Context: an optimization exercise on an open-source flow, tuned for small area and a short achievable clock period. The choices shown serve that exercise and are no tape-out recipe. The RTL was checked by simulation tests, not by an equivalence proof against the original design. Power and IR drop assume default switching activity.

Setup of before:
// bcd_top
module bcd_top (
  input  wire        clk,
  input  wire [15:0] bin_in,
  output reg  [18:0] bcd_out
);
Size in the first run: roughly 430 cells after synthesis.
==> flow/config.mk <==
export PLATFORM = sky130hd
export DESIGN_NAME = bcd_top
export DESIGN_NICKNAME = bcd_top
export VERILOG_FILES = /design/flow/design.v
export SDC_FILE = /design/flow/constraint.sdc
export NUM_CORES = 4
export LEC_CHECK = 0
export CAP_MARGIN = 20
export CORE_MARGIN = 2
export CORE_UTILIZATION = 40
export PLACE_DENSITY = 0.6
export SLEW_MARGIN = 20
==> flow/constraint.sdc <==
create_clock -name core_clock -period 12.0 [get_ports {clk}]
set_input_delay 2.4000 -clock core_clock [delete_from_list [all_inputs] [get_ports {clk}]]
set_output_delay 2.4000 -clock core_clock [all_outputs]
set_load 0.01 [all_outputs]
standard.sh (not shown) runs the stock make flow with config.mk's settings and CLKGATE_MAP_FILE= SYNTH_SCRIPT=/design/flow/synth_recipe.tcl, a recipe that flattens the netlist after the stock synthesis.
==> flow/flow/run.sh <==
#!/bin/bash
# Own layout flow: the standard ORFS flow, with two changes:
#  - synthesis maps the logic with flow/abc_area.script (area-oriented ABC
#    mapping) instead of ORFS's; everything else in synthesis is synth_recipe.tcl
#  - placement/CTS/route timing repair aims at a setup margin of $MARGIN ns
set -uo pipefail
HERE=$(pwd)
source flow/params.sh
# scripts folder = ORFS scripts with our ABC script in place of abc_area.script
mkdir -p scripts_ovr
for f in "$FLOW_HOME"/scripts/*; do ln -sf "$f" scripts_ovr/; done
rm -f scripts_ovr/abc_area.script
cp flow/abc_area.script scripts_ovr/abc_area.script
{ echo "set ::env(SCRIPTS_DIR) $HERE/scripts_ovr"; cat synth_recipe.tcl; } > my_synth.tcl
bash standard.sh SYNTH_SCRIPT=$HERE/my_synth.tcl ABC_AREA=1 ABC_CLOCK_PERIOD_IN_PS=$ABC_D synth > synth.log 2>&1 || { tail -50 synth.log; exit 1; }
bash standard.sh SETUP_SLACK_MARGIN=$MARGIN $EXTRA finish > finish.log 2>&1 || { tail -50 finish.log; exit 1; }
cp -r orfs/logs orfs_logs 2>/dev/null
cp -r orfs/reports orfs_reports 2>/dev/null
==> flow/flow/abc_area.script <==
strash
dch
map -a
topo
stime -c
buffer -c
upsize -c
dnsize -c
==> flow/flow/params.sh <==
ABC_D=4000
MARGIN=0
EXTRA=""
before: no failed stages, no open violations at the end
What after does differently from before at the input level:
- ABC_AREA newly set to 1
==> flow/run.sh (new file) <==
#!/bin/bash
# synth_recipe.tcl (not shown) runs the flow's synth.tcl, then flattens the netlist and writes it again
# the make line also repeats each setting of config.mk as NAME=value (left out here)
make -C /OpenROAD-flow-scripts/flow DESIGN_CONFIG=/design/flow/config.mk WORK_HOME=/design/flow/orfs CLKGATE_MAP_FILE= SYNTH_SCRIPT=/design/flow/synth_recipe.tcl finish
removed: flow/flow/run.sh
removed: flow/flow/abc_area.script
removed: flow/flow/params.sh
removed: flow/standard.sh
[summary]
Multi-input logic portion of the cell area came out higher on after than on before.
On post-synthesis share of cell area spent on xor and xnor gates: after sits below before.
Clock network power share ended up 2.0 points lower on after than on before.
Area added between synthesis and finish was higher in before than in after.
In the floorplan summary, after is listed with a die area greater than that of before.
Diff after..before | count of clock-buffer cells in the layout | unchanged
after against before: count of buffers added by post-CTS timing repair for setup about even; die span in x rose 12%; half-perimeter wire length of the detailed placement result rose 1800 microns.

* * *

Another version of the RTL of bcd_top (not shown whole).
Size: roughly 470 cells after synthesis, about 35 flip-flops, roughly 36 I/O pins.
Settings: LEC_CHECK=0, CAP_MARGIN=20, CORE_MARGIN=2, CORE_UTILIZATION=65, CTS_BUF_LIST=sky130_fd_sc_hd__clkbuf_4, CTS_CLUSTER_SIZE=40, PLACE_DENSITY=0.75, SLEW_MARGIN=20; clock period 12.0 ns.
==> flow/flow/run.sh <==
#!/bin/bash
# Own layout flow: the standard ORFS flow, with these changes:
#  - synthesis maps the logic with flow/abc_area.script (area-oriented ABC
#    mapping) instead of ORFS's; everything else in synthesis is synth_recipe.tcl
#  - no half/full-adder extraction before ABC (ADDER_MAP_FILE empty)
#  - every port gets a $PORTBUF buffer
#  - placement/CTS/route timing repair aims at a setup margin of $MARGIN ns
set -uo pipefail
HERE=$(pwd)
source flow/params.sh
# scripts folder = ORFS scripts with our ABC script in place of abc_area.script
mkdir -p scripts_ovr
for f in "$FLOW_HOME"/scripts/*; do ln -sf "$f" scripts_ovr/; done
rm -f scripts_ovr/abc_area.script
cp flow/abc_area.script scripts_ovr/abc_area.script
{ echo "set ::env(SCRIPTS_DIR) $HERE/scripts_ovr"; cat synth_recipe.tcl; } > my_synth.tcl
bash standard.sh SYNTH_SCRIPT=$HERE/my_synth.tcl ADDER_MAP_FILE= ABC_AREA=1 ABC_CLOCK_PERIOD_IN_PS=$ABC_D synth > synth.log 2>&1 || { tail -50 synth.log; exit 1; }
bash standard.sh SETUP_SLACK_MARGIN=$MARGIN "BUFFER_PORTS_ARGS=-buffer_cell $PORTBUF" $EXTRA finish > finish.log 2>&1 || { tail -50 finish.log; exit 1; }
==> flow/flow/abc_area.script <==
strash
dc2
dch
map -D 2300
topo
stime -c
buffer -c
upsize -c
dnsize -c
==> flow/flow/params.sh <==
ABC_D=4000
MARGIN=0
EXTRA=""
PORTBUF=sky130_fd_sc_hd__buf_1
Next try:
==> flow/flow/abc_area.script (replaced) <==
strash
dch
map -D 3000
topo
stime -c
buffer -c
upsize -c
dnsize -c
--- a/flow/config.mk
+++ b/flow/config.mk
@@ -10,4 +10,2 @@
 export CORE_UTILIZATION = 65
-export CTS_BUF_LIST = sky130_fd_sc_hd__clkbuf_4
-export CTS_CLUSTER_SIZE = 40
 export PLACE_DENSITY = 0.75
Outcome: Wire length falls by 10%. Design area falls by 5.1%. Maximum frequency falls by 8.9%. First-iteration DRC count falls by 16%.
Next try:
==> flow/flow/abc_area.script (replaced) <==
strash
dc2
dch
map -D 2400
topo
stime -c
buffer -c
dnsize -c
--- a/flow/config.mk
+++ b/flow/config.mk
@@ -10,2 +10,4 @@
 export CORE_UTILIZATION = 65
+export CTS_BUF_LIST = sky130_fd_sc_hd__clkbuf_4
+export CTS_CLUSTER_SIZE = 40
 export PLACE_DENSITY = 0.75
=> Critical path depth falls by 3; register-to-register slack degrades by 0.42 ns; global-route usage grows by 0.77 points; setup slack is worse by 0.42 ns; die area is lower by 6.9%; cell area falls by 9.4%.
Next try:
==> flow/flow/abc_area.script (replaced) <==
strash
dch
map -D 3000
topo
stime -c
buffer -c
upsize -c
dnsize -c
==> flow/flow/params.sh (replaced) <==
ABC_D=4000
MARGIN=8.2
EXTRA=""
PORTBUF=sky130_fd_sc_hd__buf_1
--- a/flow/config.mk
+++ b/flow/config.mk
@@ -9,6 +9,4 @@
 export CORE_MARGIN = 2
-export CORE_UTILIZATION = 65
-export CTS_BUF_LIST = sky130_fd_sc_hd__clkbuf_4
-export CTS_CLUSTER_SIZE = 40
-export PLACE_DENSITY = 0.75
+export CORE_UTILIZATION = 55
+export PLACE_DENSITY = 0.7
 export SLEW_MARGIN = 20
Effect:
- design area rose by a quarter to a third
- worst hold slack degrades by 0.034 ns
- first-iteration DRC count came out lower by a quarter to a third
- global-route usage is lower by 4.2 points

-- what the ideal ports hide --
How much do the figures lean on ideal ports? The routed layouts below were timed once more, with nothing changed but the port constraints.
Step 1 (the two cells are an assumption about what drives the block):
set clk [get_ports {clk}]
set_driving_cell -lib_cell sky130_fd_sc_hd__clkbuf_16 $clk
set_driving_cell -lib_cell sky130_fd_sc_hd__buf_2 [delete_from_list [all_inputs] $clk]
Step 2 also shifts input and output timing later by t, the mid clock arrival at the registers, as if the neighbouring blocks saw the same clock.
Three values: ideal ports, drivers, drivers and shift; two values: the first two.
run | t, ns | setup slack, ns | clock arrival spread, ns
before | 0.318 | 7.195 / 7.195 / 7.195 | 0.008 / 0.008
after | 0.316 | 8.219 / 8.219 / 8.219 | 0.005 / 0.005
the first run of note 2 | 0.367 | 8.457 / 8.457 / 8.457 | 0.012 / 0.012
the second run of note 2 | 0.315 | 8.113 / 8.113 / 8.113 | 0.008 / 0.008
the third run of note 2 | 0.362 | 7.690 / 7.690 / 7.690 | 0.012 / 0.012
the fourth run of note 2 | 0.324 | 8.167 / 8.167 / 8.167 | 0.020 / 0.020
After both steps setup and hold are still met in every run listed.
